Background: an optimization exercise with open tools, aiming at small area and a short achievable clock period. Do not read the settings as production practice.
At most, simulation tests tie the RTL to the original design; equivalence was not proved.
The RTL of run 2 was laid out without a check of its function.

## flow/design.v (module list and top-level ports; edited modules follow where they fit)
// module float_larger: 6 lines
// module add_float: 53 lines
// module sub_float: 39 lines
// module Multiply: 405 lines
// module Multiply_one_minus: 446 lines
// module fa: 6 lines
// module resize_datapath: 32 lines
module resize_datapath (
  clk,
  reset_n,
  enable,
  data_in1,
  data_in2,
  scale,
  data_out
);
  // ...
==> flow/flow/run.sh <==
#!/bin/bash
# Own layout flow:
#  1. the standard synthesis (bash standard.sh synth);
#  2. the logic between the registers and the full-adder cells is mapped
#     again by ABC for area (registers and full adders kept as they are);
#  3. the standard layout from the floorplan on, except that the delay
#     cells may not be used (so the port buffers are plain buffers); the
#     platform's own don't-use cells stay don't-use.
# Each tool's output goes to a log file of its own here (flow_*.log).
set -euo pipefail
W=$(pwd)
R=$W/orfs/results/$FLOW_PLATFORM/resize_datapath/base
YOSYS=$FLOW_HOME/../tools/install/yosys/bin/yosys
LIB=$FLOW_HOME/platforms/sky130hd/lib/sky130_fd_sc_hd__tt_025C_1v80.lib

bash standard.sh synth > "$W/flow_synth.log" 2>&1
cp "$R/1_2_yosys.v" "$W/standard_1_2_yosys.v"

DL="sky130_fd_sc_hd__clkdlybuf4s15_1 sky130_fd_sc_hd__clkdlybuf4s15_2 sky130_fd_sc_hd__clkdlybuf4s18_1 sky130_fd_sc_hd__clkdlybuf4s18_2 sky130_fd_sc_hd__clkdlybuf4s25_1 sky130_fd_sc_hd__clkdlybuf4s25_2 sky130_fd_sc_hd__clkdlybuf4s50_1 sky130_fd_sc_hd__clkdlybuf4s50_2 sky130_fd_sc_hd__dlygate4sd1_1 sky130_fd_sc_hd__dlygate4sd2_1 sky130_fd_sc_hd__dlygate4sd3_1 sky130_fd_sc_hd__dlymetal6s2s_1 sky130_fd_sc_hd__dlymetal6s4s_1 sky130_fd_sc_hd__dlymetal6s6s_1"
PLAT=$(sed -n '/^export DONT_USE_CELLS/,/^[^ ]/p' "$FLOW_HOME/platforms/sky130hd/config.mk" | grep -o 'sky130_fd_sc_hd__[A-Za-z0-9_]*' | tr '\n' ' ')
DONT_ALL="$DL $PLAT"
# ABC may not use the don't-use cells, nor the multi-output adder cells
ABC_DONT=$(for c in $DONT_ALL sky130_fd_sc_hd__fa_1 sky130_fd_sc_hd__fa_2 sky130_fd_sc_hd__fa_4 sky130_fd_sc_hd__fah_1 sky130_fd_sc_hd__fahcin_1 sky130_fd_sc_hd__fahcon_1 sky130_fd_sc_hd__ha_1 sky130_fd_sc_hd__ha_2 sky130_fd_sc_hd__ha_4; do printf -- "-dont_use $c "; done)
printf 'set_driving_cell sky130_fd_sc_hd__buf_1\nset_load 5\n' > "$W/resyn.constr"
echo 'strash; &get -n; &syn2; &put; dc2; balance; dch; map -a; topo; stime -c; upsize -c; dnsize -c' > "$W/resyn.abc"
cat > "$W/resyn.ys" <<EOS
read_liberty -ignore_miss_func $LIB
blackbox sky130_fd_sc_hd__fa_1 sky130_fd_sc_hd__fa_2 sky130_fd_sc_hd__fa_4 sky130_fd_sc_hd__dfrtp_1 sky130_fd_sc_hd__dfrtp_2 sky130_fd_sc_hd__dfrtp_4
read_verilog $W/standard_1_2_yosys.v
hierarchy -top $FLOW_TOP
flatten
opt_clean -purge
abc -liberty $LIB -constr $W/resyn.constr -script $W/resyn.abc $ABC_DONT
opt_clean -purge
hilomap -singleton -hicell sky130_fd_sc_hd__conb_1 HI -locell sky130_fd_sc_hd__conb_1 LO
splitnets
opt_clean -purge
write_verilog -noattr -nohex -nodec $W/resyn.v
EOS
"$YOSYS" -s "$W/resyn.ys" > "$W/flow_resyn.log" 2>&1
# read the new netlist back on its own and check it
"$YOSYS" -p "read_liberty -lib $LIB; read_verilog $W/resyn.v; hierarchy -check -top $FLOW_TOP; check -assert -mapped; stat -liberty $LIB" > "$W/flow_resyn_check.log" 2>&1
cp "$W/resyn.v" "$R/1_2_yosys.v"
touch "$R/1_2_yosys.v"

bash standard.sh "DONT_USE_CELLS=$DONT_ALL" SETUP_SLACK_MARGIN=7 finish > "$W/flow_finish.log" 2>&1
==> flow/standard.sh <==
#!/bin/bash
# synth_recipe.tcl (not shown) runs the flow's synth.tcl, then flattens the netlist and writes it again
# the make line also repeats each setting of config.mk as NAME=value (left out here)
make -C /OpenROAD-flow-scripts/flow DESIGN_CONFIG=/design/flow/config.mk WORK_HOME=/design/flow/orfs CLKGATE_MAP_FILE= SYNTH_SCRIPT=/design/flow/synth_recipe.tcl "${@:-finish}"
==> flow/config.mk <==
export PLATFORM = sky130hd
export DESIGN_NAME = resize_datapath
export DESIGN_NICKNAME = resize_datapath
export VERILOG_FILES = /design/flow/design.v
export SDC_FILE = /design/flow/constraint.sdc
export NUM_CORES = 4
export LEC_CHECK = 0
export ABC_AREA = 1
export CAP_MARGIN = 20
export CORE_MARGIN = 2
export CORE_UTILIZATION = 55
export PLACE_DENSITY = 0.7
export SETUP_SLACK_MARGIN = 5
export SLEW_MARGIN = 20
export SYNTH_HIERARCHICAL = 1
export SYNTH_MINIMUM_KEEP_SIZE = 0
==> flow/constraint.sdc <==
create_clock -name core_clock -period 25.0 [get_ports {clk}]
set_input_delay 5.0000 -clock core_clock [delete_from_list [all_inputs] [get_ports {clk}]]
set_output_delay 5.0000 -clock core_clock [all_outputs]
set_load 0.01 [all_outputs]
==> out/metrics.csv, run 1 <==
stage,metric,value,unit
detailed_routing,DRC errors left,0,
final_layout,max FFs per register,16,
global_route,initial antenna violation count,0,
synth,syn_area_per_cell,7.12,um2
timing,RSZ-0062 raised after global routing,no,
place,placed cell areas,0.0104,mm2
min_path,HP Start,data_out[9]$_DFFE_PN0P_,
final_layout,Top reg by flops,data_out,
critical_path,Worst Path Max Fanout,24,
final_layout,footprint of the multi-input gates,0.00882,mm2
final_layout,nets,1728,
timing,final worst slack,7760,ps
synth,Yosys warnings,9,
critical_path,RR Startpoint,data_out[8]$_DFFE_PN0P_,
min_path,Hold Crit Class,flip-flop to flip-flop,
critical_path,worst r2r path cells,1,
timing,"Slew Viols, Final",0,
status,outcome,no timing/DRC/antenna violations,
final_layout,Util after Layout,60.7,%
critical_path,Worst path depth,82,
clock_network,CTS buffer count,3,
global_route,GRT Total Usage,30.4,%
==> module add_float, before the edit <==
module add_float (za, sa, pa, ha, ma, zb, sb, pb, hb, mb, c);
  input        za, sa, ha, zb, sb, hb;
  input  [4:0] pa, pb;
  input  [9:0] ma, mb;
  output [15:0] c;
  wire        s1 = ~za & sa;
  wire        s2 = ~zb & sb;
  wire        h1 = ~za & ha;
  wire        h2 = ~zb & hb;
  wire [4:0]  p1 = za ? 5'd0 : pa;
  wire [4:0]  p2 = zb ? 5'd0 : pb;
  wire [9:0]  m1 = za ? 10'd0 : ma;
  wire [9:0]  m2 = zb ? 10'd0 : mb;
  wire [4:0]  e1 = p1 + {4'd0, h1};
  wire [4:0]  e2 = p2 + {4'd0, h2};
  wire l;
  float_larger fl (.sa(s1), .ea(e1), .sb(s2), .eb(e2), .isLarger(l));
  wire        sx = l ? s1 : s2;
  wire        sy = l ? s2 : s1;
  wire [4:0]  ex = l ? e1 : e2;
  wire [9:0]  mx = l ? m1 : m2;
  wire [9:0]  my = l ? m2 : m1;
  wire [4:0]  da = e1 - e2;
  wire [4:0]  db = e2 - e1;
  wire [10:0] ys = align({1'b1, my}, l ? da : db);
  wire [11:0] xp = {2'b01, mx};
  wire [11:0] xn = ~xp + 12'd1;
  wire [11:0] ax = sx ? xn : xp;
  wire [11:0] s  = ax + ({1'b0, ys} ^ {12{sy}}) + {11'd0, sy};
  reg  [3:0]  lz;
  integer i;
  always @* begin
    lz = 4'd0;
    for (i = 0; i <= 10; i = i + 1)
      if (s[i]) lz = 4'd10 - i[3:0];
  end
  wire [10:0] sn = s[10:0] << lz;
  wire zero = (s == 12'd0);
  assign c[15]    = sx;
  assign c[14:10] = s[11] ? ex + 5'd1 :
                    zero  ? 5'd0 : ex - {1'b0, lz};
  assign c[9:0]   = s[11] ? 10'd0 : sn[9:0];
  function [10:0] align(input [10:0] mm, input [4:0] sh);
    reg [10:0] t;
    begin
      t = sh[0] ? {1'd0, mm[10:1]} : mm;
      t = sh[1] ? {2'd0, t[10:2]} : t;
      t = sh[2] ? {4'd0, t[10:4]} : t;
      t = sh[3] ? {8'd0, t[10:8]} : t;
      align = sh[4] ? 11'd0 : t;
    end
  endfunction
endmodule
==> inputs of run 2 (changes only) <==
--- a/flow/design.v
+++ b/flow/design.v
@@ -25,10 +25,9 @@
   wire        sy = l ? s2 : s1;
   wire [4:0]  ex = l ? e1 : e2;
   wire [9:0]  mx = l ? m1 : m2;
-  wire [9:0]  my = l ? m2 : m1;
-  wire [4:0]  da = e1 - e2;
-  wire [4:0]  db = e2 - e1;
-  wire [10:0] ys = align({1'b1, my}, l ? da : db);
+  wire [10:0] ya = align({1'b1, m2}, e1 - e2);    
+  wire [10:0] yb = align({1'b1, m1}, e2 - e1);    
+  wire [10:0] ys = l ? ya : yb;
   wire [11:0] xp = {2'b01, mx};
   wire [11:0] xn = ~xp + 12'd1;
   wire [11:0] ax = sx ? xn : xp;
--- a/flow/flow/run.sh
+++ b/flow/flow/run.sh
@@ -22,7 +22,7 @@
 # ABC may not use the don't-use cells, nor the multi-output adder cells
 ABC_DONT=$(for c in $DONT_ALL sky130_fd_sc_hd__fa_1 sky130_fd_sc_hd__fa_2 sky130_fd_sc_hd__fa_4 sky130_fd_sc_hd__fah_1 sky130_fd_sc_hd__fahcin_1 sky130_fd_sc_hd__fahcon_1 sky130_fd_sc_hd__ha_1 sky130_fd_sc_hd__ha_2 sky130_fd_sc_hd__ha_4; do printf -- "-dont_use $c "; done)
 printf 'set_driving_cell sky130_fd_sc_hd__buf_1\nset_load 5\n' > "$W/resyn.constr"
-echo 'strash; &get -n; &syn2; &put; dc2; balance; dch; map -a; topo; stime -c; upsize -c; dnsize -c' > "$W/resyn.abc"
+echo 'strash; balance; dch; map -a; topo; stime -c; upsize -c; dnsize -c' > "$W/resyn.abc"
 cat > "$W/resyn.ys" <<EOS
 read_liberty -ignore_miss_func $LIB
 blackbox sky130_fd_sc_hd__fa_1 sky130_fd_sc_hd__fa_2 sky130_fd_sc_hd__fa_4 sky130_fd_sc_hd__dfrtp_1 sky130_fd_sc_hd__dfrtp_2 sky130_fd_sc_hd__dfrtp_4
==> run 2 against run 1 <==
  * Die area rose by 8.1%
  * Critical path depth fell by 3
  * Critical endpoint unchanged
  * Global-route usage fell by 0.14 points
  * Hold slack improved by 0.71 ps
  * Clock-buffer cell count did not move
  * Largest cell class unchanged
  * First-iteration DRC count rose by 14%
  * Critical path type unchanged
==> out/metrics.csv, run 2 <==
stage,metric,value,unit,change
status,outcome,no timing/DRC/antenna violations,,unchanged
critical_path,crit path kind,input pin to flip-flop,,unchanged
timing,Worst Tran Pin Value,955,ps,was 935 ps
critical_path,"setup slack, reg-to-reg",24320,ps,was 24280 ps
clock_network,Clock Tree Root,clkbuf_16,,unchanged
floorplan,Site Rows,51,,was 49
synth,synthesized area,0.0107,mm2,was 0.00989 mm2
clock_network,Worst-path clk slew,50,ps,about the same
timing,final hold violations,0,,unchanged
clock_network,CTS buffer count,3,,unchanged
global_route,number of global-route vias before repair,10200,,was 9779
place,Port Buffers,66,,unchanged
final_layout,post-route cell area,0.0114,mm2,was 0.0108 mm2
critical_path,WP data required,25130,ps,was 25170 ps
clock_network,cts hold-fix bufs,0,,unchanged
detailed_routing,DR vias,10400,,was 10.0k
critical_path,CP Capture Type,flip-flop,,unchanged
critical_path,CP Data Arrival Time,16910,ps,was 17400 ps
global_route,GRT Total Usage,30.2,%,was 30.4%
detailed_routing,routed wire length per instance,15.9,um,was 16.9 um
final_layout,top flop regs,data_out (16),,unchanged
global_route,GR Overflow Total,0,,unchanged
floorplan,Die W,144,um,was 138 um
clock_network,clock sinks,16,,unchanged
critical_path,r2r endpoint,data_out[7]$_DFFE_PN0P_,,was data_out[8]$_DFFE_PN0P_
global_route,largest net degree at the start of global routing,31,,was 25
final_layout,"commonest non-fill, non-tap cell in the layout",nand2_1,,unchanged
critical_path,slowest cell on the critical path,fa_2,,was fa_1
place,placed cell areas,0.0113,mm2,was 0.0104 mm2
timing,Max Fclk,59.6,MHz,was 58.0 MHz
detailed_routing,Total Routed Length,30100,um,was 29100 um
global_route,initial antenna violation count,0,,unchanged
critical_path,Critical Path Most Common Cell,inv_2,,was nand2_2
floorplan,Core Area,0.0193,mm2,was 0.0178 mm2
synth,syn_area_per_cell,6.84,um2,was 7.12 um2
min_path,hold path cells,2,,unchanged
synth,Synth Instances,1565,,was 1389
timing,count of final setup violators,0,,unchanged
timing,RSZ-0062 raised after global routing,no,,unchanged
critical_path,CP max stage delay,680,ps,was 560 ps
floorplan,DIE AREA,0.0206,mm2,was 0.0191 mm2
final_layout,most frequent cells in the layout,"404 x nand2_1, 212 x nor2_1, 180 x fa_1, 145 x clkinv_1, 77 x o21ai_0",,"was 360 x nand2_1, 180 x fa_1, 154 x nor2_1, 132 x clkinv_1, 80 x o21ai_0"
final_layout,P&R area growth vs syn,6.24,%,was 9.19%
floorplan,IO Count,67,,unchanged
final_layout,Top reg by flops,data_out,,unchanged
detailed_routing,Via density,5.49,,was 5.82
clock_network,clk latency of the worst-skew pair,250,ps,was 240 ps
detailed_routing,initial drt markers,864,,was 759
min_path,hold path endpoint,data_out[2]$_DFFE_PN0P_,,was data_out[9]$_DFFE_PN0P_
timing,period utilisation layout,67.1,%,was 68.9%
final_layout,max FFs per register,16,,unchanged
synth,Yosys warnings,9,,unchanged
critical_path,Worst Path Max Fanout,16,,was 24
floorplan,Die Y,144,um,was 138 um
critical_path,startpoint types,input pin,,unchanged
critical_path,RR Startpoint,data_out[7]$_DFFE_PN0P_,,was data_out[8]$_DFFE_PN0P_
detailed_routing,total iterations of the first detailed-routing run,5,,was 6
run,max capacitance violation total,0,,unchanged
clock_network,CTS H-tree depth,1,,unchanged
min_path,Hold Crit Class,flip-flop to flip-flop,,unchanged
clock_network,setup repair bufs after CTS,0,,unchanged
global_route,first-pass GRT wire length,50000,um,was 47700 um
timing,Max-Slew Margin vs Limit,36.3,%,was 37.7%
place,DP HPWL,25400,um,was 23800 um
final_layout,layout cell share with drive strength beyond 1,11.3,%,was 10.8%
detailed_routing,"antenna viol nets, final",0,,unchanged
min_path,HP Start,data_out[2]$_DFFE_PN0P_,,was data_out[9]$_DFFE_PN0P_
clock_network,CTS Buffer Depth,2,,unchanged
detailed_routing,DRC errors left,0,,unchanged
timing,Layout Skew,0,ps,unchanged
clock_network,CTS tree,yes,,unchanged
timing,"Slew Viols, Final",0,,unchanged
critical_path,worst r2r path cells,1,,unchanged
floorplan,initial core utilization,55.6,%,about the same
synth,Post-Syn Nets,1797,,was 1621
timing,setup TNS,0,ps,unchanged
final_layout,ant diodes,0,,unchanged
timing,Final Critical Period,16790,ps,was 17240 ps
place,GP Congestion,0.995,,was 0.944
final_layout,nets,1864,,was 1728
==> run 2: cell types whose count changed in the layout (fill, tap and decap cells not counted), sizes merged, moves of 13 or more <==
cell,delta
o22ai,-13
inv,+45
nand3,+14
clkinv,+14
nand4,-15
buf,-45
nand2,+50
xor2,-14
xnor2,+18
nor2,+86
==> run 2: how the worst max path moves through the flow <==
stage	start	end	cells after the start
after global routing	scale[3]	data_out[14]$_DFFE_PN0P_	73
after global placement	scale[8]	data_out[14]$_DFFE_PN0P_	76
after detailed placement	scale[8]	data_out[14]$_DFFE_PN0P_	79
after floorplan	scale[9]	data_out[14]$_DFFE_PN0P_	78
final	scale[9]	data_out[14]$_DFFE_PN0P_	79
after CTS	scale[8]	data_out[14]$_DFFE_PN0P_	79
==> run 2: layout make-up <==
| class | count | area [um2] |
|---|---|---|
| timing repair buffer | 68 | 265 |
| inverter | 240 | 917 |
| multi-input combinational | 1303 | 9370 |
| clock buffer | 4 | 88.8 |
| tap | 265 | 332 |
| fill | 1910 | 7900 |
| sequential | 16 | 400 |
==> run 2: what timing repair did <==
| item | 4_1_cts | 5_1_grt |
|---|---|---|
| endpoints found under the hold margin | 0 | 0 |
| resized for setup | 0 | 10 |
| endpoints found under the setup margin | 0 | 4 |
==> run 2: metrics by stage <==
step | utilization (%) | setup WS [ps] | std cells | hold WS, ps
after CTS | 59.0 | 7820 | 1896 | 484
after global placement | 58.5 | 7890 | 1892 | 467
final | 59.0 | 8210 | 1896 | 478
after global routing | 59.0 | 7050 | 1896 | 513
after floorplan | - | 9400 | 1565 | 518
after detailed placement | 58.5 | 7610 | 1892 | 471
==> run 2: critical path: cells and delay by family <==
family | cells | cell delay [ps]
AOI/OAI and AO/OA | 20 | 2430
xor gates and xnor gates | 2 | 430
adders and majority gates | 8 | 3770
buffers and inverters | 17 | 1850
and+or+nand+nor | 32 | 3410
==> run 2: layer usage <==
metal  part of all wire [%]  GRT usage, %  vias up  wire length, um
li1                       -             -     5128                -
met1                     44          42.4     4802            13100
met2                     44          47.2      413            13300
met3                    9.3          7.50       75             2800
met4                    2.9          7.43        0              862
met5                      0             0        -                0
==> inputs of run 3 (changes only) <==
--- a/flow/design.v
+++ b/flow/design.v
@@ -25,9 +25,10 @@
   wire        sy = l ? s2 : s1;
   wire [4:0]  ex = l ? e1 : e2;
   wire [9:0]  mx = l ? m1 : m2;
-  wire [10:0] ya = align({1'b1, m2}, e1 - e2);    
-  wire [10:0] yb = align({1'b1, m1}, e2 - e1);    
-  wire [10:0] ys = l ? ya : yb;
+  wire [9:0]  my = l ? m2 : m1;
+  wire [4:0]  da = e1 - e2;
+  wire [4:0]  db = e2 - e1;
+  wire [10:0] ys = align({1'b1, my}, l ? da : db);
   wire [11:0] xp = {2'b01, mx};
   wire [11:0] xn = ~xp + 12'd1;
   wire [11:0] ax = sx ? xn : xp;
--- a/flow/flow/run.sh
+++ b/flow/flow/run.sh
@@ -43,4 +43,4 @@
 cp "$W/resyn.v" "$R/1_2_yosys.v"
 touch "$R/1_2_yosys.v"
 
-bash standard.sh "DONT_USE_CELLS=$DONT_ALL" SETUP_SLACK_MARGIN=7 finish > "$W/flow_finish.log" 2>&1
+bash standard.sh "DONT_USE_CELLS=$DONT_ALL" SETUP_SLACK_MARGIN=7.5 finish > "$W/flow_finish.log" 2>&1
==> run 3 against run 2 <==
  * Global-route usage is 0.23 points higher
  * Cell count shrank 5.4%
  * Setup slack better by 77 ps
  * Critical path type unchanged
  * Largest cell class unchanged
==> out/metrics.csv, run 3 <==
stage,metric,value,unit,change
status,outcome,no timing/DRC/antenna violations,,unchanged
global_route,GR Overflow Total,0,,unchanged
floorplan,DIE AREA,0.0196,mm2,was 0.0206 mm2
final_layout,number of fillers in the final layout,1775,,was 1910
final_layout,P&R area growth vs syn,8.59,%,was 6.24%
critical_path,CP Capture Type,flip-flop,,unchanged
synth,Yosys warnings,9,,unchanged
detailed_routing,initial drt markers,977,,was 864
global_route,GRT Total Usage,30.5,%,was 30.2%
place,Cells after DPL,1761,,was 1892
clock_network,clock sinks,16,,unchanged
global_route,initial antenna violation count,0,,unchanged
critical_path,worst r2r path cells,1,,unchanged
floorplan,initial core utilization,56.3,%,was 55.6%
timing,RSZ-0062 raised after global routing,no,,unchanged
floorplan,Core Area,0.0180,mm2,was 0.0193 mm2
final_layout,post-route cell area,0.0110,mm2,was 0.0114 mm2
min_path,HP Start,data_out[3]$_DFFE_PN0P_,,was data_out[2]$_DFFE_PN0P_
global_route,first-pass GRT wire length,48600,um,was 50000 um
detailed_routing,routed wire length per instance,16.6,um,was 15.9 um
place,GP Congestion,0.991,,was 0.995
synth,Post-Syn Nets,1701,,was 1797
final_layout,Top reg by flops,data_out,,unchanged
floorplan,IO Count,67,,unchanged
final_layout,ant diodes,0,,unchanged
critical_path,WP data required,25170,ps,was 25130 ps
critical_path,CP max stage delay,600,ps,was 680 ps
floorplan,Site Rows,49,,was 51
critical_path,"setup slack, reg-to-reg",24310,ps,was 24320 ps
timing,setup TNS,0,ps,unchanged
timing,period utilisation layout,66.8,%,was 67.1%
final_layout,"commonest non-fill, non-tap cell in the layout",nand2_1,,unchanged
final_layout,max FFs per register,16,,unchanged
detailed_routing,total iterations of the first detailed-routing run,5,,unchanged
final_layout,Util after Layout,61.2,%,was 59.0%
global_route,number of global-route vias before repair,9658,,was 10.2k
detailed_routing,Via density,5.68,,was 5.49
clock_network,CTS tree,yes,,unchanged
critical_path,Worst Path Max Fanout,16,,unchanged
synth,Synth Instances,1469,,was 1565
clock_network,CTS buffer count,3,,unchanged
timing,Max Fclk,59.8,MHz,was 59.6 MHz
critical_path,Setup crit start,scale[4],,was scale[9]
final_layout,layout cell share with drive strength beyond 1,10.7,%,was 11.3%
critical_path,crit path kind,input pin to flip-flop,,unchanged
critical_path,slowest cell on the critical path,buf_1,,was fa_2
clock_network,Worst-path clk slew,50,ps,about the same
critical_path,CP Data Arrival Time,16880,ps,was 16910 ps
clock_network,CTS H-tree depth,1,,unchanged
timing,Layout Skew,0,ps,unchanged
clock_network,clk latency of the worst-skew pair,250,ps,about the same
timing,Max-Slew Margin vs Limit,32.5,%,was 36.3%
final_layout,top flop regs,data_out (16),,unchanged
detailed_routing,DR vias,10200,,was 10.4k
detailed_routing,Total Routed Length,29700,um,was 30100 um
detailed_routing,DRC errors left,0,,unchanged
critical_path,r2r endpoint,data_out[1]$_DFFE_PN0P_,,was data_out[7]$_DFFE_PN0P_
place,Port Buffers,66,,unchanged
run,max capacitance violation total,0,,unchanged
timing,"Slew Viols, Final",0,,unchanged
timing,Final Critical Period,16710,ps,was 16790 ps
critical_path,RR Startpoint,data_out[1]$_DFFE_PN0P_,,was data_out[7]$_DFFE_PN0P_
min_path,Hold Crit Class,flip-flop to flip-flop,,unchanged
final_layout,nets,1797,,was 1864
synth,synthesized area,0.0102,mm2,was 0.0107 mm2
critical_path,Worst Setup EP,data_out[14]$_DFFE_PN0P_,,unchanged
clock_network,cts hold-fix bufs,0,,unchanged
detailed_routing,"antenna viol nets, final",0,,unchanged
final_layout,most frequent cells in the layout,"385 x nand2_1, 224 x nor2_1, 181 x fa_1, 132 x clkinv_1, 65 x o21ai_0",,"was 404 x nand2_1, 212 x nor2_1, 180 x fa_1, 145 x clkinv_1, 77 x o21ai_0"
timing,Worst Tran Pin Value,1000,ps,was 955 ps
clock_network,Clock Tree Root,clkbuf_16,,unchanged
synth,syn_area_per_cell,6.91,um2,was 6.84 um2
global_route,largest net degree at the start of global routing,24,,was 31
floorplan,Die Y,140,um,was 144 um
floorplan,Die W,140,um,was 144 um
final_layout,fin cells,1793,,was 1896
critical_path,startpoint types,input pin,,unchanged
place,placed cell areas,0.0107,mm2,was 0.0113 mm2
timing,final hold violations,0,,unchanged
clock_network,CTS Buffer Depth,2,,unchanged
place,DP HPWL,24700,um,was 25400 um
timing,count of final setup violators,0,,unchanged
[run 3: cell count changes in the layout (fill, tap and decap cells not counted), moves of 13 or more]
cell	before	now
buf_2	0	24
nand2_1	404	385
inv_2	65	42
a21oi_1	63	49
clkinv_1	145	132
[run 3: worst min-delay path by stage]
stage,cells after the start,endpoint
final,2,data_out[3]$_DFFE_PN0P_
after global placement,2,data_out[8]$_DFFE_PN0P_
after global routing,2,data_out[5]$_DFFE_PN0P_
after detailed placement,2,data_out[3]$_DFFE_PN0P_
after floorplan,2,data_out[8]$_DFFE_PN0P_
after CTS,2,data_out[8]$_DFFE_PN0P_
[run 3: worst max-delay path: cells and delay by family]
kind,cells,cell delay (ps)
and+or+nand+nor,33,3400
adders and majority gates,7,3400
AOI/OAI and AO/OA,18,2990
buffers and inverters,14,1960
muxes,1,110
[run 3: what timing repair did]
item | 4_1_cts | 5_1_grt
endpoints found under the hold margin | 0 | 0
pin swaps | 0 | 10
gates resized for setup | 1 | 43
setup endpoints to repair | 1 | 15
buffers inserted | 0 | 27
gates cloned | 0 | 1
[run 3: layer usage]
layer	wire length (um)	part of all wire (%)	up-vias	GRT usage, %
met3	2440	8.2	53	4.75
met4	699	2.4	0	5.84
met5	0	0	-	0
met2	13900	47	443	49.8
li1	-	-	4903	-
met1	12800	43	4779	43.5
[run 3: cell type report]
type                            instances  area, um2  share of cell area (%)
Multi-Input combinational cell       1242       9030                    81.9
Sequential cell                        16        400                    3.63
Inverter                              206        810                    7.34
Tap cell                              229        287                    2.60
Timing Repair Buffer                   96        407                    3.69
Clock buffer                            4       88.8                   0.806
[run 3: stage by stage]
stage | hold WS, ps | setup WS [ps]
5_1_grt | 511 | 7480
3_5_place_dp | 477 | 7240
2_1_floorplan | 516 | 9250
4_1_cts | 489 | 7510
3_3_place_gp | 462 | 7390
6_report | 484 | 8290
==> inputs of run 4 (changes only) <==
--- a/flow/flow/run.sh
+++ b/flow/flow/run.sh
@@ -22,7 +22,7 @@
 # ABC may not use the don't-use cells, nor the multi-output adder cells
 ABC_DONT=$(for c in $DONT_ALL sky130_fd_sc_hd__fa_1 sky130_fd_sc_hd__fa_2 sky130_fd_sc_hd__fa_4 sky130_fd_sc_hd__fah_1 sky130_fd_sc_hd__fahcin_1 sky130_fd_sc_hd__fahcon_1 sky130_fd_sc_hd__ha_1 sky130_fd_sc_hd__ha_2 sky130_fd_sc_hd__ha_4; do printf -- "-dont_use $c "; done)
 printf 'set_driving_cell sky130_fd_sc_hd__buf_1\nset_load 5\n' > "$W/resyn.constr"
-echo 'strash; balance; dch; map -a; topo; stime -c; upsize -c; dnsize -c' > "$W/resyn.abc"
+echo 'strash; dc2; balance; dch; map -a; topo; stime -c; upsize -c; dnsize -c' > "$W/resyn.abc"
 cat > "$W/resyn.ys" <<EOS
 read_liberty -ignore_miss_func $LIB
 blackbox sky130_fd_sc_hd__fa_1 sky130_fd_sc_hd__fa_2 sky130_fd_sc_hd__fa_4 sky130_fd_sc_hd__dfrtp_1 sky130_fd_sc_hd__dfrtp_2 sky130_fd_sc_hd__dfrtp_4
==> run 4 against run 3 <==
  * Routed wire length rose by 0.38%
  * Setup slack got worse by 340 ps
  * First-iteration DRC count fell by 11%
  * Non-clock buffer count rose by 41
  * Clock-buffer cell count fell by 1
  * Via count rose by 0.57%
  * Hold slack got worse by 9.6 ps
  * Critical path depth rose by 18
  * Flip-flop and latch count did not move
  * Register-to-register slack got worse by 50 ps
  * Cell area rose by 1.5%
  * Critical path type unchanged
==> out/metrics.csv, run 4 <==
stage,metric,value,unit,change
place,Cells after DPL,1685,,was 1761
clock_network,CTS buffer count,3,,unchanged
timing,Max-Slew Margin vs Limit,34.4,%,was 32.5%
clock_network,CTS tree,yes,,unchanged
floorplan,IO Count,67,,unchanged
floorplan,Core Area,0.0178,mm2,was 0.0180 mm2
place,GP Congestion,0.993,,was 0.991
place,DP HPWL,23700,um,was 24700 um
floorplan,initial core utilization,55.6,%,was 56.3%
timing,final hold violations,0,,unchanged
critical_path,Worst Path Max Fanout,7,,was 16
timing,count of final setup violators,0,,unchanged
global_route,GR Overflow Total,0,,unchanged
timing,WHS,474,ps,was 484 ps
detailed_routing,total iterations of the first detailed-routing run,6,,was 5
timing,RSZ-0062 raised after global routing,yes,,was no
final_layout,"commonest non-fill, non-tap cell in the layout",nand2_1,,unchanged
global_route,GRT Total Usage,30.7,%,was 30.5%
final_layout,layout cell share with drive strength beyond 1,13.9,%,was 10.7%
floorplan,DIE AREA,0.0191,mm2,was 0.0196 mm2
detailed_routing,initial drt markers,871,,was 977
clock_network,CTS H-tree depth,1,,unchanged
final_layout,fin cells,1755,,was 1793
timing,Final Critical Period,17050,ps,was 16710 ps
synth,Post-Syn Nets,1619,,was 1701
critical_path,WP data required,25160,ps,was 25170 ps
floorplan,Die W,138,um,was 140 um
critical_path,Critical Path Most Common Cell,nand2_1,,
critical_path,slowest cell on the critical path,fa_2,,was buf_1
detailed_routing,Via density,5.83,,was 5.68
final_layout,max FFs per register,16,,unchanged
critical_path,startpoint types,input pin,,unchanged
timing,"Slew Viols, Final",0,,unchanged
clock_network,clock sinks,16,,unchanged
detailed_routing,"antenna viol nets, final",0,,unchanged
final_layout,top flop regs,data_out (16),,unchanged
global_route,largest net degree at the start of global routing,22,,was 24
final_layout,Top reg by flops,data_out,,unchanged
timing,setup TNS,0,ps,unchanged
final_layout,P&R area growth vs syn,12.8,%,was 8.59%
global_route,first-pass GRT wire length,48500,um,was 48600 um
synth,Yosys warnings,9,,unchanged
run,max capacitance violation total,0,,unchanged
timing,period utilisation layout,68.2,%,was 66.8%
global_route,number of global-route vias before repair,9957,,was 9658
critical_path,"CP delay by family, top",simple AND/OR/NAND/NOR gates,,unchanged
synth,synthesized area,0.00992,mm2,was 0.0102 mm2
critical_path,CP Buf/Inv Count,16,,was 14
timing,Layout Skew,0,ps,unchanged
floorplan,Site Rows,49,,unchanged
detailed_routing,Total Routed Length,29900,um,was 29700 um
clock_network,Clock Tree Root,clkbuf_16,,unchanged
critical_path,CP max stage delay,600,ps,about the same
timing,Max Fclk,58.7,MHz,was 59.8 MHz
critical_path,crit path kind,input pin to flip-flop,,unchanged
place,Port Buffers,66,,unchanged
global_route,initial antenna violation count,1,,was 0
synth,syn_area_per_cell,7.15,um2,was 6.91 um2
status,outcome,no timing/DRC/antenna violations,,unchanged
clock_network,Worst-path clk slew,40,ps,was 50 ps
critical_path,CP Capture Type,flip-flop,,unchanged
final_layout,nets,1759,,was 1797
floorplan,Die Y,138,um,was 140 um
clock_network,CTS Buffer Depth,2,,unchanged
detailed_routing,routed wire length per instance,17.0,um,was 16.6 um
detailed_routing,DRC errors left,0,,unchanged
synth,Synth Instances,1387,,was 1469
timing,Worst Tran Pin Value,984,ps,was 1000 ps
min_path,Hold Crit Class,flip-flop to flip-flop,,unchanged
critical_path,CP Data Arrival Time,17210,ps,was 16880 ps
detailed_routing,DR vias,10200,,about the same
clock_network,clk latency of the worst-skew pair,240,ps,was 250 ps
final_layout,most frequent cells in the layout,"377 x nand2_1, 175 x fa_1, 147 x nor2_1, 124 x clkinv_1, 96 x buf_1",,"was 385 x nand2_1, 224 x nor2_1, 181 x fa_1, 132 x clkinv_1, 65 x o21ai_0"
==> run 4: cell types whose count changed in the layout (fill, tap and decap cells not counted), moves of 8 or more <==
cell,previous run,this run
nand2_1,385,377
inv_1,22,6
clkinv_1,132,124
o21ai_0,65,45
nor2_1,224,147
buf_1,63,96
o22ai_1,22,30
xnor2_1,29,21
o21ai_1,30,41
nand4_1,9,20
==> run 4: cell type report <==
cell class	instances	area [um2]
multi-input cells	1184	9100
fillers	1664	6650
inverters	184	722
repair buffers	137	601
flip-flops and latches	16	400
well taps	229	287
clock buffers	3	75.1
repair inverters	1	5.00
diodes	1	2.50
==> run 4: worst paths after layout <==
path                                          start                        to  slack (ps)  depth (start not counted)
max                                        scale[2]  data_out[14]$_DFFE_PN0P_        7950                         91
min                        data_out[15]$_DFFE_PN0P_  data_out[15]$_DFFE_PN0P_         470                          2
max reg2reg                 data_out[5]$_DFFE_PN0P_   data_out[5]$_DFFE_PN0P_       24260                          1
min reg2reg                data_out[15]$_DFFE_PN0P_  data_out[15]$_DFFE_PN0P_         470                          2
max in group asynchronous                   reset_n  data_out[15]$_DFFE_PN0P_       19670                          1
min in group asynchronous                   reset_n   data_out[6]$_DFFE_PN0P_        4830                          1
==> run 4: worst min-delay path, stage by stage, from the launching register on <==
cell	delay, ps
dfrtp_1	330
nand2_1	50
o21ai_0	50
==> run 4: per-layer routing <==
| metal | wire length, um | vias up | share of wire [%] | track usage (%) |
|---|---|---|---|---|
| met5 | 0 | - | 0 | 0 |
| met4 | 1200 | 0 | 4.0 | 10.8 |
| met3 | 2660 | 101 | 8.9 | 5.51 |
| met2 | 13800 | 513 | 46 | 49.2 |
| met1 | 12200 | 4806 | 41 | 42.2 |
| li1 | - | 4816 | - | - |
==> run 4: metrics by stage <==
stage                     worst slack [ps]  utilization [%]  cell area, um2
after floorplan                       8680                -            9920
after global placement                6790             58.7           10500
after detailed placement              6550             58.7           10500
after CTS                             7540             59.6           10600
after global routing                  7120             62.7           11200
final                                 7950             62.7           11200
==> run 4: repair_timing <==
item	CTS	global route
gates cloned	1	3
hold endpoints to repair	0	0
gates resized for setup	16	80
buffers inserted	4	58
pin swaps	4	52
hold buffers	0	0
setup endpoints to repair	15	15
==> inputs of run 5 (changes only) <==
--- a/flow/flow/run.sh
+++ b/flow/flow/run.sh
@@ -22,7 +22,7 @@
 # ABC may not use the don't-use cells, nor the multi-output adder cells
 ABC_DONT=$(for c in $DONT_ALL sky130_fd_sc_hd__fa_1 sky130_fd_sc_hd__fa_2 sky130_fd_sc_hd__fa_4 sky130_fd_sc_hd__fah_1 sky130_fd_sc_hd__fahcin_1 sky130_fd_sc_hd__fahcon_1 sky130_fd_sc_hd__ha_1 sky130_fd_sc_hd__ha_2 sky130_fd_sc_hd__ha_4; do printf -- "-dont_use $c "; done)
 printf 'set_driving_cell sky130_fd_sc_hd__buf_1\nset_load 5\n' > "$W/resyn.constr"
-echo 'strash; dc2; balance; dch; map -a; topo; stime -c; upsize -c; dnsize -c' > "$W/resyn.abc"
+echo 'strash; balance; dch; amap -m; topo; stime -c; upsize -c; dnsize -c' > "$W/resyn.abc"
 cat > "$W/resyn.ys" <<EOS
 read_liberty -ignore_miss_func $LIB
 blackbox sky130_fd_sc_hd__fa_1 sky130_fd_sc_hd__fa_2 sky130_fd_sc_hd__fa_4 sky130_fd_sc_hd__dfrtp_1 sky130_fd_sc_hd__dfrtp_2 sky130_fd_sc_hd__dfrtp_4
--- a/flow/config.mk
+++ b/flow/config.mk
@@ -8,8 +8,8 @@
 export ABC_AREA = 1
 export CAP_MARGIN = 20
 export CORE_MARGIN = 2
-export CORE_UTILIZATION = 55
-export PLACE_DENSITY = 0.7
+export CORE_UTILIZATION = 65
+export PLACE_DENSITY = 0.8
 export SETUP_SLACK_MARGIN = 5
 export SLEW_MARGIN = 20
 export SYNTH_HIERARCHICAL = 1
==> run 5 against run 4 <==
  * Synthesized cell count is 9.2% lower
  * Clock-buffer cell count grew 1
  * Still clean on timing, DRC and antenna
  * Flip-flop and latch count unchanged
  * Utilization grew 20 points
  * Fmax is 3.5% lower
  * Critical path depth shrank 24
  * Die area shrank 18%
==> out/metrics.csv, run 5 <==
stage,metric,value,unit,change
status,outcome,no timing/DRC/antenna violations,,unchanged
timing,period utilisation layout,70.7,%,was 68.2%
synth,Synth Instances,1260,,was 1387
critical_path,worst r2r path cells,1,,unchanged
floorplan,Die W,125,um,was 138 um
critical_path,slowest cell on the critical path,fa_1,,was fa_2
critical_path,CP Data Arrival Time,17800,ps,was 17210 ps
detailed_routing,DRC errors left,0,,unchanged
min_path,Hold Crit Class,flip-flop to flip-flop,,unchanged
final_layout,top flop regs,data_out (16),,unchanged
floorplan,Core Area,0.0145,mm2,was 0.0178 mm2
clock_network,clock sinks,16,,unchanged
floorplan,Die Y,125,um,was 138 um
run,max capacitance violation total,0,,unchanged
detailed_routing,"antenna viol nets, final",0,,unchanged
detailed_routing,Total Routed Length,34400,um,was 29900 um
min_path,HP Start,data_out[1]$_DFFE_PN0P_,,was data_out[15]$_DFFE_PN0P_
place,Port Buffers,66,,unchanged
critical_path,crit path kind,input pin to flip-flop,,unchanged
global_route,number of global-route vias before repair,9859,,was 9957
clock_network,clk latency of the worst-skew pair,250,ps,was 240 ps
detailed_routing,total iterations of the first detailed-routing run,6,,unchanged
final_layout,"commonest non-fill, non-tap cell in the layout",nor2_1,,was nand2_1
floorplan,initial core utilization,66.1,%,was 55.6%
critical_path,CP Capture Type,flip-flop,,unchanged
final_layout,max FFs per register,16,,unchanged
synth,synthesized area,0.00957,mm2,was 0.00992 mm2
min_path,hold path cells,2,,unchanged
synth,syn_area_per_cell,7.60,um2,was 7.15 um2
clock_network,CTS tree,yes,,unchanged
global_route,first-pass GRT wire length,48500,um,about the same
floorplan,Site Rows,44,,was 49
timing,Layout Skew,0,ps,unchanged
place,pre-CTS setup slack,5340,ps,was 6550 ps
final_layout,Top reg by flops,data_out,,unchanged
timing,Max-Slew Margin vs Limit,36.7,%,was 34.4%
place,GP Congestion,0.994,,was 0.993
critical_path,WP data required,25130,ps,was 25160 ps
clock_network,CTS H-tree depth,1,,unchanged
timing,final hold violations,0,,unchanged
final_layout,most frequent cells in the layout,"195 x nor2_1, 170 x fa_1, 159 x nand2_1, 119 x buf_1, 86 x clkinv_1",,"was 377 x nand2_1, 175 x fa_1, 147 x nor2_1, 124 x clkinv_1, 96 x buf_1"
critical_path,r2r endpoint,data_out[10]$_DFFE_PN0P_,,was data_out[5]$_DFFE_PN0P_
clock_network,CTS buffer count,3,,unchanged
floorplan,IO Count,67,,unchanged
clock_network,Worst-path clk slew,50,ps,was 40 ps
timing,Worst Tran Pin Value,937,ps,was 984 ps
detailed_routing,DR vias,11300,,was 10.2k
critical_path,RR Startpoint,data_out[10]$_DFFE_PN0P_,,was data_out[5]$_DFFE_PN0P_
timing,final worst slack,7340,ps,was 7950 ps
final_layout,P&R area growth vs syn,25.4,%,was 12.8%
global_route,initial antenna violation count,0,,was 1
global_route,largest net degree at the start of global routing,19,,was 22
critical_path,startpoint types,input pin,,unchanged
critical_path,Worst Path Max Fanout,16,,was 7
timing,Max Fclk,56.6,MHz,was 58.7 MHz
synth,Post-Syn Nets,1492,,was 1619
place,DP HPWL,22700,um,was 23700 um
final_layout,number of fillers in the final layout,905,,was 1664
critical_path,"setup slack, reg-to-reg",24240,ps,was 24260 ps
min_path,hold path endpoint,data_out[1]$_DFFE_PN0P_,,was data_out[15]$_DFFE_PN0P_
detailed_routing,initial drt markers,1580,,was 871
final_layout,ant diodes,0,,was 1
critical_path,Critical Path Most Common Cell,nor2_4,,was nand2_1
global_route,GR Overflow Total,0,,unchanged
final_layout,nets,1701,,was 1759
floorplan,DIE AREA,0.0157,mm2,was 0.0191 mm2
detailed_routing,Via density,6.83,,was 5.83
critical_path,CP max stage delay,540,ps,was 600 ps
synth,Yosys warnings,9,,unchanged
global_route,GRT Total Usage,37.9,%,was 30.7%
timing,count of final setup violators,0,,unchanged
clock_network,CTS Buffer Depth,2,,unchanged
timing,setup TNS,0,ps,unchanged
timing,Final Critical Period,17660,ps,was 17050 ps
timing,RSZ-0062 raised after global routing,yes,,unchanged
final_layout,layout cell share with drive strength beyond 1,21.1,%,was 13.9%
timing,"Slew Viols, Final",0,,unchanged
detailed_routing,routed wire length per instance,20.8,um,was 17.0 um
clock_network,Clock Tree Root,clkbuf_16,,unchanged
## run 5: changes by cell type in the layout (fill, tap and decap cells not counted), sizes merged, moves of 20 or more
cell	previous run	this run
a21oi	60	86
or2	9	74
inv	57	36
o22ai	30	67
nor2	182	225
nand2	396	179
xor2	35	1
buf	130	199
clkinv	125	88
xnor2	25	5
## run 5: how the worst max path moves through the flow
| stage | start | slack (ps) | cells after the start | end |
|---|---|---|---|---|
| final | scale[7] | 7340 | 67 | data_out[14]$_DFFE_PN0P_ |
| after global routing | scale[2] | 6920 | 70 | data_out[13]$_DFFE_PN0P_ |
| after CTS | scale[1] | 7490 | 71 | data_out[14]$_DFFE_PN0P_ |
| after detailed placement | scale[2] | 5340 | 71 | data_out[14]$_DFFE_PN0P_ |
| after global placement | scale[2] | 5640 | 71 | data_out[14]$_DFFE_PN0P_ |
| after floorplan | scale[1] | 7640 | 66 | data_out[14]$_DFFE_PN0P_ |
## run 5: critical path: cells and delay by family
family	cells	cell delay, ps
and+or+nand+nor	30	4640
buffers and inverters	13	1820
adders and majority gates	6	2860
AOI/OAI and AO/OA	18	3430
## run 5: layout make-up
cell class,instances,area [um2],share of cell area [%]
sequential,16,400,3.34
inverter,125,520,4.34
clock buffer,4,88.8,0.740
timing repair buffer,209,1050,8.71
tap,184,230,1.92
multi-input combinational,1114,9720,81.0
## run 5: repair_timing
action,4_1_cts,5_1_grt
hold buffers,0,0
resized for setup,86,253
endpoints found under the setup margin,15,15
setup buffers,27,103
pin swaps,19,107
hold endpoints to repair,0,0
cloned,0,1
## run 5: routing by layer
layer	GRT usage, %	share of wire, %	vias to the layer above
li1	-	-	4816
met1	53.3	37	5359
met2	61.9	46	871
met3	5.18	11	243
met4	11.5	6.4	0
met5	0	0	-
## run 5: through the flow
step / std cells / hold slack [ps] / area [um2] / utilization (%)
after floorplan: 1260 / 516 / 9570 / -
after global placement: 1517 / 468 / 10100 / 69.6
after detailed placement: 1517 / 474 / 10100 / 69.6
after CTS: 1548 / 485 / 10600 / 73.2
after global routing: 1652 / 518 / 12000 / 82.9
final: 1652 / 482 / 12000 / 82.9
==> inputs of run 6 (changes only) <==
--- a/flow/flow/run.sh
+++ b/flow/flow/run.sh
@@ -22,7 +22,7 @@
 # ABC may not use the don't-use cells, nor the multi-output adder cells
 ABC_DONT=$(for c in $DONT_ALL sky130_fd_sc_hd__fa_1 sky130_fd_sc_hd__fa_2 sky130_fd_sc_hd__fa_4 sky130_fd_sc_hd__fah_1 sky130_fd_sc_hd__fahcin_1 sky130_fd_sc_hd__fahcon_1 sky130_fd_sc_hd__ha_1 sky130_fd_sc_hd__ha_2 sky130_fd_sc_hd__ha_4; do printf -- "-dont_use $c "; done)
 printf 'set_driving_cell sky130_fd_sc_hd__buf_1\nset_load 5\n' > "$W/resyn.constr"
-echo 'strash; balance; dch; amap -m; topo; stime -c; upsize -c; dnsize -c' > "$W/resyn.abc"
+echo 'strash; balance; dch; map -a; topo; stime -c; upsize -c; dnsize -c' > "$W/resyn.abc"
 cat > "$W/resyn.ys" <<EOS
 read_liberty -ignore_miss_func $LIB
 blackbox sky130_fd_sc_hd__fa_1 sky130_fd_sc_hd__fa_2 sky130_fd_sc_hd__fa_4 sky130_fd_sc_hd__dfrtp_1 sky130_fd_sc_hd__dfrtp_2 sky130_fd_sc_hd__dfrtp_4
--- a/flow/config.mk
+++ b/flow/config.mk
@@ -5,7 +5,7 @@
 export SDC_FILE = /design/flow/constraint.sdc
 export NUM_CORES = 4
 export LEC_CHECK = 0
-export ABC_AREA = 1
+export ABC_AREA = 0
 export CAP_MARGIN = 20
 export CORE_MARGIN = 2
 export CORE_UTILIZATION = 65
==> run 6 against run 5 <==
  * Die area rose by 10%
  * Largest cell class unchanged
  * Cell area fell by 0.66%
  * Flip-flop and latch count stayed put
  * Utilization fell by 7.8 points
==> out/metrics.csv, run 6 <==
stage,metric,value,unit,change
status,outcome,no timing/DRC/antenna violations,,unchanged
detailed_routing,routed length on met3,3730,um,was 3640 um
timing,final hold violations,0,,unchanged
final_layout,most frequent cells in the layout,"353 x nand2_1, 215 x nor2_1, 168 x fa_1, 157 x clkinv_1, 84 x buf_1",,"was 195 x nor2_1, 170 x fa_1, 159 x nand2_1, 119 x buf_1, 86 x clkinv_1"
synth,Yosys warnings,9,,unchanged
clock_network,clock sinks,16,,unchanged
final_layout,"commonest non-fill, non-tap cell in the layout",nand2_1,,was nor2_1
floorplan,Die W,132,um,was 125 um
floorplan,initial core utilization,66.7,%,was 66.1%
detailed_routing,Via density,6.04,,was 6.83
timing,Max Fclk,59.0,MHz,was 56.6 MHz
final_layout,number of fillers in the final layout,1288,,was 905
final_layout,layout cell share with drive strength beyond 1,16.3,%,was 21.1%
detailed_routing,initial drt markers,1221,,was 1580
place,Cells after DPL,1835,,was 1517
clock_network,Clock Tree Root,clkbuf_16,,unchanged
final_layout,ant diodes,0,,unchanged
critical_path,CP Data Arrival Time,17050,ps,was 17800 ps
floorplan,DIE AREA,0.0173,mm2,was 0.0157 mm2
run,max capacitance violation total,0,,unchanged
global_route,GR Overflow Total,0,,unchanged
final_layout,fin cells,1894,,was 1652
global_route,initial antenna violation count,1,,was 0
critical_path,Worst Path Max Fanout,13,,was 16
timing,"Slew Viols, Final",0,,unchanged
synth,synthesized area,0.0106,mm2,was 0.00957 mm2
final_layout,Top reg by flops,data_out,,unchanged
timing,Max-Slew Margin vs Limit,36.4,%,was 36.7%
floorplan,Die Y,132,um,was 125 um
floorplan,IO Count,67,,unchanged
synth,Synth Instances,1553,,was 1260
place,Port Buffers,66,,unchanged
floorplan,Site Rows,46,,was 44
global_route,number of global-route vias before repair,10900,,was 9859
final_layout,nets,1911,,was 1701
critical_path,crit path kind,input pin to flip-flop,,unchanged
detailed_routing,DR vias,11400,,was 11.3k
timing,Worst Tran Pin Value,944,ps,was 937 ps
global_route,first-pass GRT wire length,52400,um,was 48500 um
clock_network,clk latency of the worst-skew pair,250,ps,about the same
critical_path,WP data required,25110,ps,was 25130 ps
global_route,largest net degree at the start of global routing,23,,was 19
timing,Layout Skew,0,ps,unchanged
critical_path,CP max stage delay,600,ps,was 540 ps
critical_path,startpoint types,input pin,,unchanged
timing,setup TNS,0,ps,unchanged
detailed_routing,Top Metal Used,met4,,unchanged
global_route,GRT Total Usage,37.1,%,was 37.9%
clock_network,CTS H-tree depth,1,,unchanged
timing,Final Critical Period,16940,ps,was 17660 ps
timing,period utilisation layout,67.8,%,was 70.7%
final_layout,P&R area growth vs syn,12.6,%,was 25.4%
clock_network,CTS buffer count,3,,unchanged
detailed_routing,total iterations of the first detailed-routing run,10,,was 6
clock_network,Worst-path clk slew,50,ps,about the same
synth,Post-Syn Nets,1785,,was 1492
final_layout,top flop regs,data_out (16),,unchanged
place,DP HPWL,25900,um,was 22700 um
critical_path,Critical Path Most Common Cell,nor2_4,,unchanged
detailed_routing,DRC errors left,0,,unchanged
critical_path,CP Capture Type,flip-flop,,unchanged
clock_network,CTS Buffer Depth,2,,unchanged
detailed_routing,routed wire length per instance,17.4,um,was 20.8 um
min_path,Hold Crit Class,flip-flop to flip-flop,,unchanged
floorplan,Core Area,0.0159,mm2,was 0.0145 mm2
detailed_routing,met2 routed WL,15100,um,was 16000 um
timing,count of final setup violators,0,,unchanged
final_layout,max FFs per register,16,,unchanged
detailed_routing,Total Routed Length,33000,um,was 34400 um
timing,RSZ-0062 raised after global routing,no,,was yes
place,GP Congestion,0.997,,was 0.994
detailed_routing,met1 wire length,12700,um,was 12600 um
detailed_routing,"antenna viol nets, final",0,,unchanged
critical_path,slowest cell on the critical path,fa_2,,was fa_1
clock_network,CTS tree,yes,,unchanged
synth,syn_area_per_cell,6.82,um2,was 7.60 um2
-- run 6: cell count changes in the layout (fill, tap and decap cells not counted), sizes merged, moves of 11 or more --
cell and change:
or2 -60, o22ai -52, clkinv +78, xnor2 +24, o32ai -11, inv +51
nand2 +195, nor2 +41, o22a -16, xor2 +31, a21oi -21, nor3 +18
buf -83, nand3 +23
-- run 6: timing repair --
action,4_1_cts,5_1_grt
setup endpoints to repair,15,15
pin swaps,1,37
cloned,1,0
setup buffers,5,49
gates resized for setup,29,117
hold buffers,0,0
-- run 6: worst max-delay path, delay by kind of cell --
family / cells / cell delay [ps]
compound gates: 19 / 2840
xor+xnor: 1 / 190
fa+ha+maj: 7 / 3040
buf+inv: 19 / 1760
simple gates: 41 / 4170
-- run 6: worst paths after layout --
| path | start | end | slack (ps) | cells past startpoint |
|---|---|---|---|---|
| worst max-delay path | scale[2] | data_out[14]$_DFFE_PN0P_ | 8060 | 87 |
| worst min register to register | data_out[9]$_DFFE_PN0P_ | data_out[9]$_DFFE_PN0P_ | 480 | 2 |
| max in group asynchronous | reset_n | data_out[12]$_DFFE_PN0P_ | 19680 | 1 |
| worst min-delay path | data_out[9]$_DFFE_PN0P_ | data_out[9]$_DFFE_PN0P_ | 480 | 2 |
| min in group asynchronous | reset_n | data_out[8]$_DFFE_PN0P_ | 4810 | 1 |
| worst max register to register | data_out[5]$_DFFE_PN0P_ | data_out[5]$_DFFE_PN0P_ | 24240 | 1 |
-- run 6: layout make-up --
cell class              instances  area, um2  share of cell area, %
multi-input cells            1276       9600                   80.5
flip-flops and latches         16        400                   3.36
well taps                     216        270                   2.27
inverters                     256       1020                   8.55
clock buffers                   4       88.8                  0.745
repair buffers                126        548                   4.60
-- run 6: metal layers --
layer  up-vias  global-route usage [%]
li1       5248                       -
met1      5301                    50.5
met2       747                    60.0
met3       145                    6.64
met4         0                    13.4
met5         -                       0
-- run 6: metrics by stage --
stage / setup slack, ps / hold WS [ps] / utilization, % / area (um2)
floorplan: 8580 / 516 / - / 10600
CTS: 7510 / 486 / 71.1 / 11300
global route: 7290 / 513 / 75.1 / 11900
global placement: 6870 / 464 / 69.9 / 11100
finish: 8060 / 484 / 75.1 / 11900
detailed placement: 6370 / 473 / 69.9 / 11100
==> inputs of run 7 (changes only) <==
--- a/flow/config.mk
+++ b/flow/config.mk
@@ -5,7 +5,7 @@
 export SDC_FILE = /design/flow/constraint.sdc
 export NUM_CORES = 4
 export LEC_CHECK = 0
-export ABC_AREA = 0
+export ABC_AREA = 1
 export CAP_MARGIN = 20
 export CORE_MARGIN = 2
 export CORE_UTILIZATION = 65
==> run 7 against run 6 <==
  * Synthesized cell count is 5.4% lower
  * Cell count shrank 6.4%
  * Synthesized area shrank 4.1%
  * Critical path depth fell by 18
  * Cell area is 8.0% lower
  * Flip-flop and latch count unchanged
  * Fmax grew 1.8%
  * Hold slack got worse by 6.5 ps
  * Routed wire length fell by 7.3%
  * Critical endpoint unchanged
==> out/metrics.csv, run 7 <==
stage,metric,value,unit,change
timing,Layout Skew,0,ps,unchanged
final_layout,top flop regs,data_out (16),,unchanged
final_layout,Top reg by flops,data_out,,unchanged
clock_network,clk latency of the worst-skew pair,240,ps,was 250 ps
clock_network,CTS Buffer Depth,2,,unchanged
final_layout,Util after Layout,71.9,%,was 75.1%
timing,Max Fclk,60.1,MHz,was 59.0 MHz
synth,syn_area_per_cell,6.91,um2,was 6.82 um2
detailed_routing,routed wire length per instance,17.3,um,was 17.4 um
clock_network,CTS H-tree depth,1,,unchanged
final_layout,most frequent cells in the layout,"386 x nand2_1, 226 x nor2_1, 181 x fa_1, 132 x clkinv_1",,"was 353 x nand2_1, 215 x nor2_1, 168 x fa_1, 157 x clkinv_1, 84 x buf_1"
synth,synthesized area,0.0102,mm2,was 0.0106 mm2
final_layout,layout cell share with drive strength beyond 1,10.1,%,was 16.3%
place,DP HPWL,25300,um,was 25900 um
global_route,number of global-route vias before repair,10000,,was 10.9k
timing,count of final setup violators,0,,unchanged
timing,period utilisation layout,66.6,%,was 67.8%
critical_path,CP Capture Type,flip-flop,,unchanged
floorplan,Site Rows,45,,was 46
clock_network,CTS tree,yes,,unchanged
place,GP Congestion,0.984,,was 0.997
critical_path,CP Buf/Inv Count,9,,was 19
synth,Synth Instances,1469,,was 1553
detailed_routing,Via density,5.93,,was 6.04
global_route,GR Overflow Total,0,,unchanged
clock_network,Clock Tree Root,clkbuf_16,,unchanged
clock_network,clock sinks,16,,unchanged
global_route,largest net degree at the start of global routing,24,,was 23
floorplan,initial core utilization,66.5,%,was 66.7%
floorplan,DIE AREA,0.0166,mm2,was 0.0173 mm2
timing,"Slew Viols, Final",0,,unchanged
timing,RSZ-0062 raised after global routing,no,,unchanged
synth,Post-Syn Nets,1701,,was 1785
floorplan,Die W,129,um,was 132 um
status,outcome,no timing/DRC/antenna violations,,unchanged
detailed_routing,initial drt markers,821,,was 1221
timing,Max-Slew Margin vs Limit,27.0,%,was 36.4%
final_layout,max FFs per register,16,,unchanged
min_path,Hold Crit Class,flip-flop to flip-flop,,unchanged
detailed_routing,"antenna viol nets, final",0,,unchanged
timing,setup TNS,0,ps,unchanged
critical_path,"CP delay by family, top",simple AND/OR/NAND/NOR gates,,unchanged
critical_path,slowest cell on the critical path,fa_1,,was fa_2
global_route,first-pass GRT wire length,49200,um,was 52400 um
floorplan,Die Y,129,um,was 132 um
clock_network,Worst-path clk slew,50,ps,about the same
final_layout,post-route cell area,0.0110,mm2,was 0.0119 mm2
floorplan,Core Area,0.0153,mm2,was 0.0159 mm2
timing,Worst Tran Pin Value,1080,ps,was 944 ps
detailed_routing,total iterations of the first detailed-routing run,7,,was 10
synth,Yosys warnings,9,,unchanged
global_route,GR met1 Demand/Resource,49.6,%,was 50.5%
floorplan,IO Count,67,,unchanged
global_route,met2 usage,61.3,%,was 60.0%
final_layout,P&R area growth vs syn,8.08,%,was 12.6%
clock_network,CTS buffer count,3,,unchanged
critical_path,Critical Path Most Common Cell,nor2_1,,was nor2_4
timing,final hold violations,0,,unchanged
final_layout,ant diodes,0,,unchanged
run,max capacitance violation total,0,,unchanged
critical_path,startpoint types,input pin,,unchanged
critical_path,CP max stage delay,600,ps,about the same
detailed_routing,Total Routed Length,30600,um,was 33000 um
final_layout,nets,1795,,was 1911
global_route,M3 GR Usage,7.11,%,was 6.64%
critical_path,crit path kind,input pin to flip-flop,,unchanged
critical_path,CP Data Arrival Time,16810,ps,was 17050 ps
clock_network,cts hold-fix bufs,0,,unchanged
critical_path,WP data required,25170,ps,was 25110 ps
global_route,gr busiest metal,met2,,unchanged
critical_path,Worst Path Max Fanout,16,,was 13
detailed_routing,DRC errors left,0,,unchanged
final_layout,"commonest non-fill, non-tap cell in the layout",nand2_1,,unchanged
timing,Final Critical Period,16640,ps,was 16940 ps
global_route,initial antenna violation count,0,,was 1
global_route,GRT Total Usage,37.1,%,about the same
place,Port Buffers,66,,unchanged
detailed_routing,DR vias,10500,,was 11.4k
place,placed cell areas,0.0107,mm2,was 0.0111 mm2
-- run 7: repair_timing --
| item | CTS | global route |
|---|---|---|
| setup buffers | 0 | 25 |
| setup endpoints to repair | 1 | 15 |
| endpoints found under the hold margin | 0 | 0 |
| pin swaps | 0 | 7 |
| gates resized for setup | 3 | 40 |
| gates cloned | 0 | 1 |
-- run 7: layout make-up --
class | instances | area, um2
inverters | 206 | 805
clock buffers | 3 | 75.1
repair buffers | 94 | 407
fillers | 1308 | 4280
multi-input cells | 1242 | 9020
flip-flops and latches | 16 | 400
well taps | 211 | 264
-- run 7: per-stage QoR --
step	instances	worst slack (ps)	hold WS (ps)
after floorplan	1469	9250	516
after global placement	1743	7470	465
after detailed placement	1743	7180	471
after CTS	1746	7570	482
after global routing	1772	7440	506
final	1772	8360	478
-- run 7: layer usage --
metal / share of wire (%) / vias up
met2: 46 / 617
met4: 3.8 / 0
li1: - / 4916
met5: 0 / -
met1: 40 / 4882
met3: 11 / 97
-- run 7: worst paths after layout --
check                                          from                  endpoint  slack, ps  cells after the start
max                                       scale[12]  data_out[14]$_DFFE_PN0P_       8360                     69
min                        data_out[15]$_DFFE_PN0P_  data_out[15]$_DFFE_PN0P_        480                      2
max reg2reg                data_out[11]$_DFFE_PN0P_  data_out[11]$_DFFE_PN0P_      24280                      2
min reg2reg                data_out[15]$_DFFE_PN0P_  data_out[15]$_DFFE_PN0P_        480                      2
max in group asynchronous                   reset_n   data_out[4]$_DFFE_PN0P_      19640                      1
min in group asynchronous                   reset_n  data_out[11]$_DFFE_PN0P_       4840                      1
-- run 7: tightest hold or removal path, cell delays in order (launching register included) --
cell and delay, ps:
dfrtp_1 330, nand2_1 50, o21ai_0 60

[separate check: timing with driven ports]
The flow's constraints put no driver on any port. The routed layouts listed below were extracted and timed again, unchanged, in two steps.
Step 1, drivers: a clkbuf_16 drives clk and a buf_2 each remaining input, both assumed.
Step 2 adds t to the input delays and takes it off the output delays; t is the mean of the earliest and latest rising clock arrival at the registers after step 1. Input paths then give back, and output paths get back, about the clock's delay inside the block.
a / b / c = no drivers / after step 1 / after step 2; a / b = the first two.
run | shift t [ns] | slack for setup (ns) | worst register clock-pin slew, ns
run 1 | 0.265 | 7.765 / 7.769 / 7.505 | 0.05 / 0.05
run 2 | 0.275 | 8.213 / 8.221 / 7.946 | 0.05 / 0.05
run 3 | 0.270 | 8.290 / 8.294 / 8.024 | 0.05 / 0.05
run 4 | 0.260 | 7.954 / 7.948 / 7.688 | 0.05 / 0.05
run 5 | 0.273 | 7.336 / 7.297 / 7.024 | 0.05 / 0.05
run 6 | 0.275 | 8.060 / 8.066 / 7.791 | 0.05 / 0.05
run 7 | 0.264 | 8.360 / 8.345 / 8.081 | 0.05 / 0.05
After both steps setup and hold are still met in every run listed. For run 5, which loses most, drivers alone change the setup slack by -0.039 ns; drivers and shift together by -0.312 ns.
